Context: an optimization exercise on an open-source flow, tuned for small area, a short achievable clock period and few clock cycles. The choices shown serve that exercise and are no tape-out recipe. At most, simulation tests tie the RTL to the original design; equivalence was not proved. Power figures rest on the tool's default switching activity, not on a simulated workload.

==> flow/design.v (excerpt) <==
module freqcalccore_v1_0_S00_AXI #
	(
		parameter integer FHT_B = 7,
		parameter integer FHT_N = 2 ** FHT_B,
		parameter IDLE = 3'b000,
		parameter PRELOAD = 3'b001,
		parameter PREMULT_1 = 3'b010,
		parameter PREMULT_2 = 3'b011,
		parameter ACCUMULATION = 3'b100,
		parameter SQUARING = 3'b101,
		parameter CONVERSION = 3'b110,
		parameter FIND_MAX = 3'b111,
		parameter integer PDM_DIV = 2,
		parameter integer SAMPLE_DIV = 256,
		parameter integer C_S_AXI_DATA_WIDTH	= 32,
		parameter integer C_S_AXI_ADDR_WIDTH	= 4
	)
	(
		input wire pdm_data,
		output wire pdm_clk,
		output wire pdm_lrsel,
		output wire led0,
		output wire led1,
		input wire  S_AXI_ACLK,
		input wire  S_AXI_ARESETN,
		input wire [C_S_AXI_ADDR_WIDTH-1 : 0] S_AXI_AWADDR,
		input wire [2 : 0] S_AXI_AWPROT,
		input wire  S_AXI_AWVALID,
		output wire  S_AXI_AWREADY,
		input wire [C_S_AXI_DATA_WIDTH-1 : 0] S_AXI_WDATA,
		input wire [(C_S_AXI_DATA_WIDTH/8)-1 : 0] S_AXI_WSTRB,
		input wire  S_AXI_WVALID,
		output wire  S_AXI_WREADY,
		output wire [1 : 0] S_AXI_BRESP,
		output wire  S_AXI_BVALID,
		input wire  S_AXI_BREADY,
		input wire [C_S_AXI_ADDR_WIDTH-1 : 0] S_AXI_ARADDR,
		input wire [2 : 0] S_AXI_ARPROT,
		input wire  S_AXI_ARVALID,
		output wire  S_AXI_ARREADY,
		output wire [C_S_AXI_DATA_WIDTH-1 : 0] S_AXI_RDATA,
		output wire [1 : 0] S_AXI_RRESP,
		output wire  S_AXI_RVALID,
		input wire  S_AXI_RREADY
	);
  ...
make LEC_CHECK=0 ABC_CLOCK_PERIOD_IN_PS=5000 CAP_MARGIN=20 CORE_MARGIN=2 CORE_UTILIZATION=40 PLACE_DENSITY=0.6 SETUP_SLACK_MARGIN=5 SLEW_MARGIN=20 finish   # period 12.0 ns
run.sh (not shown) runs the stock make flow with config.mk's settings and CLKGATE_MAP_FILE= SYNTH_SCRIPT=/design/flow/synth_recipe.tcl, a recipe that flattens the netlist after the stock synthesis.
Testbench counts at the start, summed over its fixed seeds: cycles 180.
Next try:
--- a/flow/config.mk
+++ b/flow/config.mk
@@ -6,9 +6,7 @@
 export NUM_CORES = 8
 export LEC_CHECK = 0
-export ABC_CLOCK_PERIOD_IN_PS = 5000
 export CAP_MARGIN = 20
 export CORE_MARGIN = 2
 export CORE_UTILIZATION = 40
 export PLACE_DENSITY = 0.6
-export SETUP_SLACK_MARGIN = 5
 export SLEW_MARGIN = 20
After rerunning:
- count of clock-buffer cells in the layout is unchanged
- via count is unchanged
- worst hold slack does not change
- register-to-register slack hardly moves
- clock skew is unchanged
- core utilization is unchanged
- final cell count does not change
- global-route usage is unchanged
- design area stays the same
- wire length does not change
- synthesized cell count stays the same

---

## oak
freqcalccore_v1_0_S00_AXI, a different RTL version from the one above (not shown whole).
Size: about 6000 cells after synthesis, ~1400 flip-flops.
clock: 12.0 ns
lec_check: 0
cap_margin: 20
core_margin: 2
core_utilization: 40
cts_buf_list: sky130_fd_sc_hd__clkbuf_4 sky130_fd_sc_hd__clkbuf_8
place_density: 0.6
slew_margin: 20
standard.sh (not shown) runs the stock make flow with config.mk's settings and CLKGATE_MAP_FILE= SYNTH_SCRIPT=/design/flow/synth_recipe.tcl, a recipe that flattens the netlist after the stock synthesis.
==> flow/flow/run.sh <==
#!/bin/bash
# Own layout flow: the standard flow (standard.sh, unchanged synthesis), with repair_timing
# aiming at a tighter setup margin so that the layout's reg-to-reg and port paths come out
# shorter.  The clock period and the constraints are the design's (constraint.sdc).
set -euo pipefail
MARGIN=$(cat flow/margin.txt 2>/dev/null || echo 6)
bash standard.sh SETUP_SLACK_MARGIN=$MARGIN TNS_END_PERCENT=100 finish > standard_make.log 2>&1
==> flow/flow/margin.txt <==
6.5
diff inputs: oak => cedar
==> flow/run.sh (new file) <==
#!/bin/bash
# synth_recipe.tcl (not shown) runs the flow's synth.tcl, then flattens the netlist and writes it again
# the make line also repeats each setting of config.mk as NAME=value (left out here)
make -C /OpenROAD-flow-scripts/flow DESIGN_CONFIG=/design/flow/config.mk WORK_HOME=/design/flow/orfs CLKGATE_MAP_FILE= SYNTH_SCRIPT=/design/flow/synth_recipe.tcl finish
removed: flow/flow/run.sh
removed: flow/flow/margin.txt
removed: flow/standard.sh
Notes after the runs:
When cedar is set beside oak, its length of routed wiring on met1 turns out to be 0.46% smaller. Count of non-filler cells in the finished layout (higher): oak. oak → cedar: antenna cell count has increased, die width has remained practically unchanged, cell count of the worst reg-to-reg path has decreased, fraction of area in multi-input gates has decreased. oak → cedar: layout overhead on the synthesized area fell 1.0 points, cell area fell 0.89%, clock network fraction of total power rose 0.2 points, actual transition at the worst max-transition pin rose 0.076 ns.
No functional check of the RTL was part of any run of this note.

---

Setup of 09-22:
Another version of the RTL of freqcalccore_v1_0_S00_AXI (not shown whole).
For scale: about 6200 cells after synthesis, roughly 1300 flip-flops, ~100 I/O pins.
==> flow/design.v (excerpt) <==
module freqcalccore_v1_0_S00_AXI #
	(
		parameter integer FHT_B = 7,
		parameter integer FHT_N = 2 ** FHT_B,
		parameter IDLE = 3'b000,
		parameter PRELOAD = 3'b001,
		parameter PREMULT_1 = 3'b010,
		parameter PREMULT_2 = 3'b011,
		parameter ACCUMULATION = 3'b100,
		parameter SQUARING = 3'b101,
		parameter CONVERSION = 3'b110,
		parameter FIND_MAX = 3'b111,
		parameter integer PDM_DIV = 2,
		parameter integer SAMPLE_DIV = 256,
		parameter integer C_S_AXI_DATA_WIDTH	= 32,
		parameter integer C_S_AXI_ADDR_WIDTH	= 4
	)
	(
		input wire pdm_data,
		output wire pdm_clk,
		output wire pdm_lrsel,
		output wire led0,
		output wire led1,
		input wire  S_AXI_ACLK,
		input wire  S_AXI_ARESETN,
		input wire [C_S_AXI_ADDR_WIDTH-1 : 0] S_AXI_AWADDR,
		input wire [2 : 0] S_AXI_AWPROT,
		input wire  S_AXI_AWVALID,
		output wire  S_AXI_AWREADY,
		input wire [C_S_AXI_DATA_WIDTH-1 : 0] S_AXI_WDATA,
		input wire [(C_S_AXI_DATA_WIDTH/8)-1 : 0] S_AXI_WSTRB,
		input wire  S_AXI_WVALID,
		output wire  S_AXI_WREADY,
		output wire [1 : 0] S_AXI_BRESP,
		output wire  S_AXI_BVALID,
		input wire  S_AXI_BREADY,
		input wire [C_S_AXI_ADDR_WIDTH-1 : 0] S_AXI_ARADDR,
		input wire [2 : 0] S_AXI_ARPROT,
		input wire  S_AXI_ARVALID,
		output wire  S_AXI_ARREADY,
		output wire [C_S_AXI_DATA_WIDTH-1 : 0] S_AXI_RDATA,
		output wire [1 : 0] S_AXI_RRESP,
		output wire  S_AXI_RVALID,
		input wire  S_AXI_RREADY
	);
clock: 12.0 ns
lec_check: 0
abc_area: 1
cap_margin: 20
core_margin: 2
core_utilization: 50
cts_buf_list: sky130_fd_sc_hd__clkbuf_8
place_density: 0.75
slew_margin: 20
==> flow/flow/run.sh <==
#!/bin/bash
# Own layout flow: the standard flow (standard.sh, unchanged synthesis), with repair_timing
# aiming at a tighter setup margin so that the layout's reg-to-reg and port paths come out
# shorter; clock tree synthesis with larger sink clusters and without dummy balancing loads;
# and the port buffers (every port still gets one) made of buf_2 cells.  The clock period and
# the constraints are the design's (constraint.sdc).
set -euo pipefail
MARGIN=$(cat flow/margin.txt 2>/dev/null || echo 6)
CTS="-sink_clustering_enable -repair_clock_nets -dont_use_dummy_load -sink_clustering_size 20 -sink_clustering_max_diameter 65 -buf_list sky130_fd_sc_hd__clkbuf_8"
bash standard.sh SETUP_SLACK_MARGIN=$MARGIN TNS_END_PERCENT=100 "CTS_ARGS=$CTS" "BUFFER_PORTS_ARGS=-buffer_cell sky130_fd_sc_hd__buf_2" finish > standard_make.log 2>&1
==> flow/flow/margin.txt <==
6.8
Testbench counts of 09-22, summed over its fixed seeds: cycles 180.
Modified inputs, 01-08 compared to 09-22
==> flow/flow/run.sh <==
#!/bin/bash
# Own layout flow: the standard flow (standard.sh, unchanged synthesis), with repair_timing
# aiming at a tighter setup margin so that the layout's reg-to-reg and port paths come out
# shorter.  The clock period and the constraints are the design's (constraint.sdc).
set -euo pipefail
MARGIN=$(cat flow/margin.txt 2>/dev/null || echo 6)
bash standard.sh SETUP_SLACK_MARGIN=$MARGIN TNS_END_PERCENT=100 finish > standard_make.log 2>&1
### Flow results
Taking 09-22 as the reference point, the slack of the worst reg-to-reg path of 01-08 rises by 130 ps.
met3 track demand over resource in global routing came out higher on 01-08 than on 09-22.
Power per standard cell area, 09-22 and 01-08, higher one = 01-08.
Diff 09-22 -> 01-08: summed area of non-filler cells in the final layout rose 4.9%; total design power rose 24%.
09-22 has a lower final core area utilization than 01-08.
01-08 against 09-22: number of tap cells added at floorplan comparable; number of vias in the routed layout now larger; hold slack now larger; worst slew margin relative to its limit now larger; pre-CTS worst setup slack now smaller.

---

Starting RTL as in the previous note.
clock: 12.0 ns
lec_check: 0
abc_area: 1
cap_margin: 20
core_margin: 2
core_utilization: 50
cts_buf_list: sky130_fd_sc_hd__clkbuf_8
place_density: 0.75
slew_margin: 20
==> flow/flow/run.sh <==
#!/bin/bash
# Own layout flow: the standard flow (standard.sh, unchanged synthesis), with repair_timing
# aiming at a tighter setup margin so that the layout's reg-to-reg and port paths come out
# shorter, and clock tree synthesis without dummy balancing loads.  The clock period and the
# constraints are the design's (constraint.sdc).
set -euo pipefail
MARGIN=$(cat flow/margin.txt 2>/dev/null || echo 6)
CTS="-sink_clustering_enable -repair_clock_nets -dont_use_dummy_load -sink_clustering_size 18 -sink_clustering_max_diameter 60 -buf_list sky130_fd_sc_hd__clkbuf_8"
bash standard.sh SETUP_SLACK_MARGIN=$MARGIN TNS_END_PERCENT=100 "CTS_ARGS=$CTS" finish > standard_make.log 2>&1
Scripts as last shown in full above: flow/flow/margin.txt
The first run passed the timing, design-rule and antenna checks.
Testbench counts at the start, summed over its fixed seeds: cycles 180.
Rerun with:
==> flow/flow/run.sh (replaced) <==
#!/bin/bash
# Own layout flow: the standard flow (standard.sh, unchanged synthesis), with repair_timing
# aiming at a tighter setup margin so that the layout's reg-to-reg and port paths come out
# shorter.  The clock period and the constraints are the design's (constraint.sdc).
set -euo pipefail
MARGIN=$(cat flow/margin.txt 2>/dev/null || echo 6)
bash standard.sh SETUP_SLACK_MARGIN=$MARGIN TNS_END_PERCENT=100 finish > standard_make.log 2>&1
ABC_AREA = unset   (was 1)
Outcome:
- The new run completed without violations
- non-clock buffer count rose by 23
- die area rose slightly
- worst setup slack improves by 41 ps
- clock power rose by well over a third
- worst hold slack degrades by 13 ps
- cell count fell by a few percent
- sequential share of layout area fell by 2.2 points
Rerun with:
--- a/flow/flow/run.sh
+++ b/flow/flow/run.sh
@@ -4 +4,2 @@
-# shorter.  The clock period and the constraints are the design's (constraint.sdc).
+# shorter, and clock tree synthesis without dummy balancing loads.  The clock period and the
+# constraints are the design's (constraint.sdc).
@@ -7 +8,2 @@
-bash standard.sh SETUP_SLACK_MARGIN=$MARGIN TNS_END_PERCENT=100 finish > standard_make.log 2>&1
+CTS="-sink_clustering_enable -repair_clock_nets -dont_use_dummy_load -buf_list sky130_fd_sc_hd__clkbuf_8"
+bash standard.sh SETUP_SLACK_MARGIN=$MARGIN TNS_END_PERCENT=100 "CTS_ARGS=$CTS" finish > standard_make.log 2>&1
ABC_AREA = 1   (was unset)
After rerunning:
- The changed run completed without violations
- design area fell by 3.0%
- utilization fell by 1.5 points
- hold slack gains 9.0 ps
- synthesized cell count rose by 14%
- non-clock buffer count fell by 23
Rerun with:
==> flow/flow/run.sh (replaced) <==
#!/bin/bash
# Own layout flow: the standard flow (standard.sh, unchanged synthesis), with repair_timing
# aiming at a tighter setup margin so that the layout's reg-to-reg and port paths come out
# shorter.  The clock period and the constraints are the design's (constraint.sdc).
set -euo pipefail
MARGIN=$(cat flow/margin.txt 2>/dev/null || echo 6)
bash standard.sh SETUP_SLACK_MARGIN=$MARGIN TNS_END_PERCENT=100 finish > standard_make.log 2>&1
ABC_AREA = unset   (was 1)
CORE_UTILIZATION = 60   (was 50)
PLACE_DENSITY = 0.82   (was 0.75)
Effect:
- core utilization rises by 13 points
- design area went up by a few percent
- total power is higher by a few percent
- non-clock buffer count grows by 41

---

job 8403:
freqcalccore_v1_0_S00_AXI again, from the RTL that the note above started with.
// freqcalccore_v1_0_S00_AXI
module freqcalccore_v1_0_S00_AXI #
	(
		parameter integer FHT_B = 7,
		parameter integer FHT_N = 2 ** FHT_B,
		parameter IDLE = 3'b000,
		parameter PRELOAD = 3'b001,
		parameter PREMULT_1 = 3'b010,
		parameter PREMULT_2 = 3'b011,
		parameter ACCUMULATION = 3'b100,
		parameter SQUARING = 3'b101,
		parameter CONVERSION = 3'b110,
		parameter FIND_MAX = 3'b111,
		parameter integer PDM_DIV = 2,
		parameter integer SAMPLE_DIV = 256,
		parameter integer C_S_AXI_DATA_WIDTH	= 32,
		parameter integer C_S_AXI_ADDR_WIDTH	= 4
	)
	(
		input wire pdm_data,
		output wire pdm_clk,
		output wire pdm_lrsel,
		output wire led0,
		output wire led1,
		input wire  S_AXI_ACLK,
		input wire  S_AXI_ARESETN,
		input wire [C_S_AXI_ADDR_WIDTH-1 : 0] S_AXI_AWADDR,
		input wire [2 : 0] S_AXI_AWPROT,
		input wire  S_AXI_AWVALID,
		output wire  S_AXI_AWREADY,
		input wire [C_S_AXI_DATA_WIDTH-1 : 0] S_AXI_WDATA,
		input wire [(C_S_AXI_DATA_WIDTH/8)-1 : 0] S_AXI_WSTRB,
		input wire  S_AXI_WVALID,
		output wire  S_AXI_WREADY,
		output wire [1 : 0] S_AXI_BRESP,
		output wire  S_AXI_BVALID,
		input wire  S_AXI_BREADY,
		input wire [C_S_AXI_ADDR_WIDTH-1 : 0] S_AXI_ARADDR,
		input wire [2 : 0] S_AXI_ARPROT,
		input wire  S_AXI_ARVALID,
		output wire  S_AXI_ARREADY,
		output wire [C_S_AXI_DATA_WIDTH-1 : 0] S_AXI_RDATA,
		output wire [1 : 0] S_AXI_RRESP,
		output wire  S_AXI_RVALID,
		input wire  S_AXI_RREADY
	);
==> flow/config.mk <==
export PLATFORM = sky130hd
export DESIGN_NAME = freqcalccore_v1_0_S00_AXI
export DESIGN_NICKNAME = freqcalccore_v1_0_S00_AXI
export VERILOG_FILES = /design/flow/design.v
export SDC_FILE = /design/flow/constraint.sdc
export NUM_CORES = 8
export LEC_CHECK = 0
export ABC_AREA = 1
export CAP_MARGIN = 20
export CORE_MARGIN = 2
export CORE_UTILIZATION = 50
export CTS_BUF_LIST = sky130_fd_sc_hd__clkbuf_8
export PLACE_DENSITY = 0.75
export SLEW_MARGIN = 20
==> flow/constraint.sdc <==
create_clock -name core_clock -period 12.0 [get_ports {S_AXI_ACLK}]
set_input_delay 2.4000 -clock core_clock [delete_from_list [all_inputs] [get_ports {S_AXI_ACLK}]]
set_output_delay 2.4000 -clock core_clock [all_outputs]
set_load 0.01 [all_outputs]
==> flow/flow/run.sh <==
#!/bin/bash
# Own layout flow: the standard flow (standard.sh, unchanged synthesis), with repair_timing
# aiming at a tighter setup margin so that the layout's reg-to-reg and port paths come out
# shorter; clock tree synthesis with larger sink clusters and without dummy balancing loads;
# and the port buffers (every port still gets one) made of buf_2 cells.  The clock period and
# the constraints are the design's (constraint.sdc).
set -euo pipefail
MARGIN=$(cat flow/margin.txt 2>/dev/null || echo 6)
CTS="-sink_clustering_enable -repair_clock_nets -dont_use_dummy_load -sink_clustering_size 18 -sink_clustering_max_diameter 60 -buf_list sky130_fd_sc_hd__clkbuf_8"
bash standard.sh SETUP_SLACK_MARGIN=$MARGIN TNS_END_PERCENT=100 "CTS_ARGS=$CTS" "BUFFER_PORTS_ARGS=-buffer_cell sky130_fd_sc_hd__buf_2" finish > standard_make.log 2>&1
Scripts as last shown in full above: flow/flow/margin.txt
Testbench counts of job 8403, summed over its fixed seeds: cycles 180.
diff inputs: job 8403 => job 2154
==> flow/flow/run.sh <==
#!/bin/bash
# Own layout flow: the standard flow (standard.sh, unchanged synthesis), with repair_timing
# aiming at a tighter setup margin so that the layout's reg-to-reg and port paths come out
# shorter, and clock tree synthesis without dummy balancing loads.  The clock period and the
# constraints are the design's (constraint.sdc).
set -euo pipefail
MARGIN=$(cat flow/margin.txt 2>/dev/null || echo 6)
CTS="-sink_clustering_enable -repair_clock_nets -dont_use_dummy_load -sink_clustering_size 15 -sink_clustering_max_diameter 80 -buf_list sky130_fd_sc_hd__clkbuf_8"
bash standard.sh SETUP_SLACK_MARGIN=$MARGIN TNS_END_PERCENT=100 "CTS_ARGS=$CTS" finish > standard_make.log 2>&1
## What came out
- Summary — top fanout value on the critical path, job 2154 relative to job 8403: lower, by 8.
- Relative to job 8403, the first-pass GRT wire length measured on job 2154 has increased slightly.
- On flip-flop and latch count after synthesis, job 2154 tracks job 8403 almost exactly.
- The filler cell count number comes out higher for job 2154 vs job 8403.
- Sort job 2154 and job 8403 by total routing resource utilization after global routing desc -> top: job 2154
- Between job 2154 and job 8403, the setup slack is lower for job 2154.
- [compare] base=job 8403 new=job 2154: share of the core filled with cells in the final layout up 0.20 points, worst relative slew slack lower, post-cts gate resize count saw an increase.
- Power share of the sequential group in job 2154 is 0.3 points higher than in job 8403
- When job 2154 is set beside job 8403, its power in combinational cells turns out to be about 0.8% smaller.

[afterwards: timing with drivers on the ports]
No port has a modelled driver above. Below, the same layouts with a new extraction and two added sets of constraints.
Step 1 (the two cells are an assumption about what drives the block):
set clk [get_ports {S_AXI_ACLK}]
set_driving_cell -lib_cell sky130_fd_sc_hd__clkbuf_16 $clk
set_driving_cell -lib_cell sky130_fd_sc_hd__buf_2 [delete_from_list [all_inputs] $clk]
Step 2 adds t to the input delays and takes it off the output delays; t is the mean of the earliest and latest rising clock arrival at the registers after step 1. Input paths then give back, and output paths get back, about the clock's delay inside the block.
a / b / c = ideal ports / drivers / drivers and shift; a / b = the first two.
run | shift t [ns] | setup WS [ns] | clock arrival spread, ns | worst register clock-pin slew, ns | pins driven straight from the clock port
the first run of note 1 | 0.871 | 5.396 / 5.396 / 5.396 | 0.037 / 0.037 | 0.07 / 0.07 | 1
the second run of note 1 | 0.871 | 5.396 / 5.396 / 5.396 | 0.037 / 0.037 | 0.07 / 0.07 | 1
oak | 1.000 | 6.446 / 6.446 / 6.446 | 0.056 / 0.056 | 0.07 / 0.07 | 1
cedar | 0.996 | 5.574 / 5.574 / 5.574 | 0.055 / 0.055 | 0.07 / 0.07 | 1
09-22 | 0.832 | 6.833 / 6.833 / 6.833 | 0.133 / 0.133 | 0.12 / 0.12 | 1
01-08 | 0.988 | 6.820 / 6.795 / 6.795 | 0.076 / 0.075 | 0.08 / 0.08 | 1
the first run of note 4 | 0.867 | 6.820 / 6.795 / 6.795 | 0.119 / 0.119 | 0.11 / 0.11 | 1
the second run of note 4 | 0.992 | 6.860 / 6.831 / 6.831 | 0.120 / 0.120 | 0.08 / 0.08 | 1
the third run of note 4 | 0.947 | 6.820 / 6.795 / 6.795 | 0.150 / 0.150 | 0.07 / 0.07 | 1
the fourth run of note 4 | 0.931 | 6.870 / 6.840 / 6.840 | 0.120 / 0.120 | 0.07 / 0.07 | 1
job 8403 | 0.832 | 6.902 / 6.902 / 6.902 | 0.134 / 0.135 | 0.11 / 0.11 | 1
job 2154 | 0.851 | 6.820 / 6.795 / 6.795 | 0.107 / 0.107 | 0.11 / 0.11 | 1
After both steps every run listed still meets setup and hold. For the fourth run of note 4, which loses most, drivers alone change the setup slack by -0.030 ns; drivers and shift together by -0.030 ns.
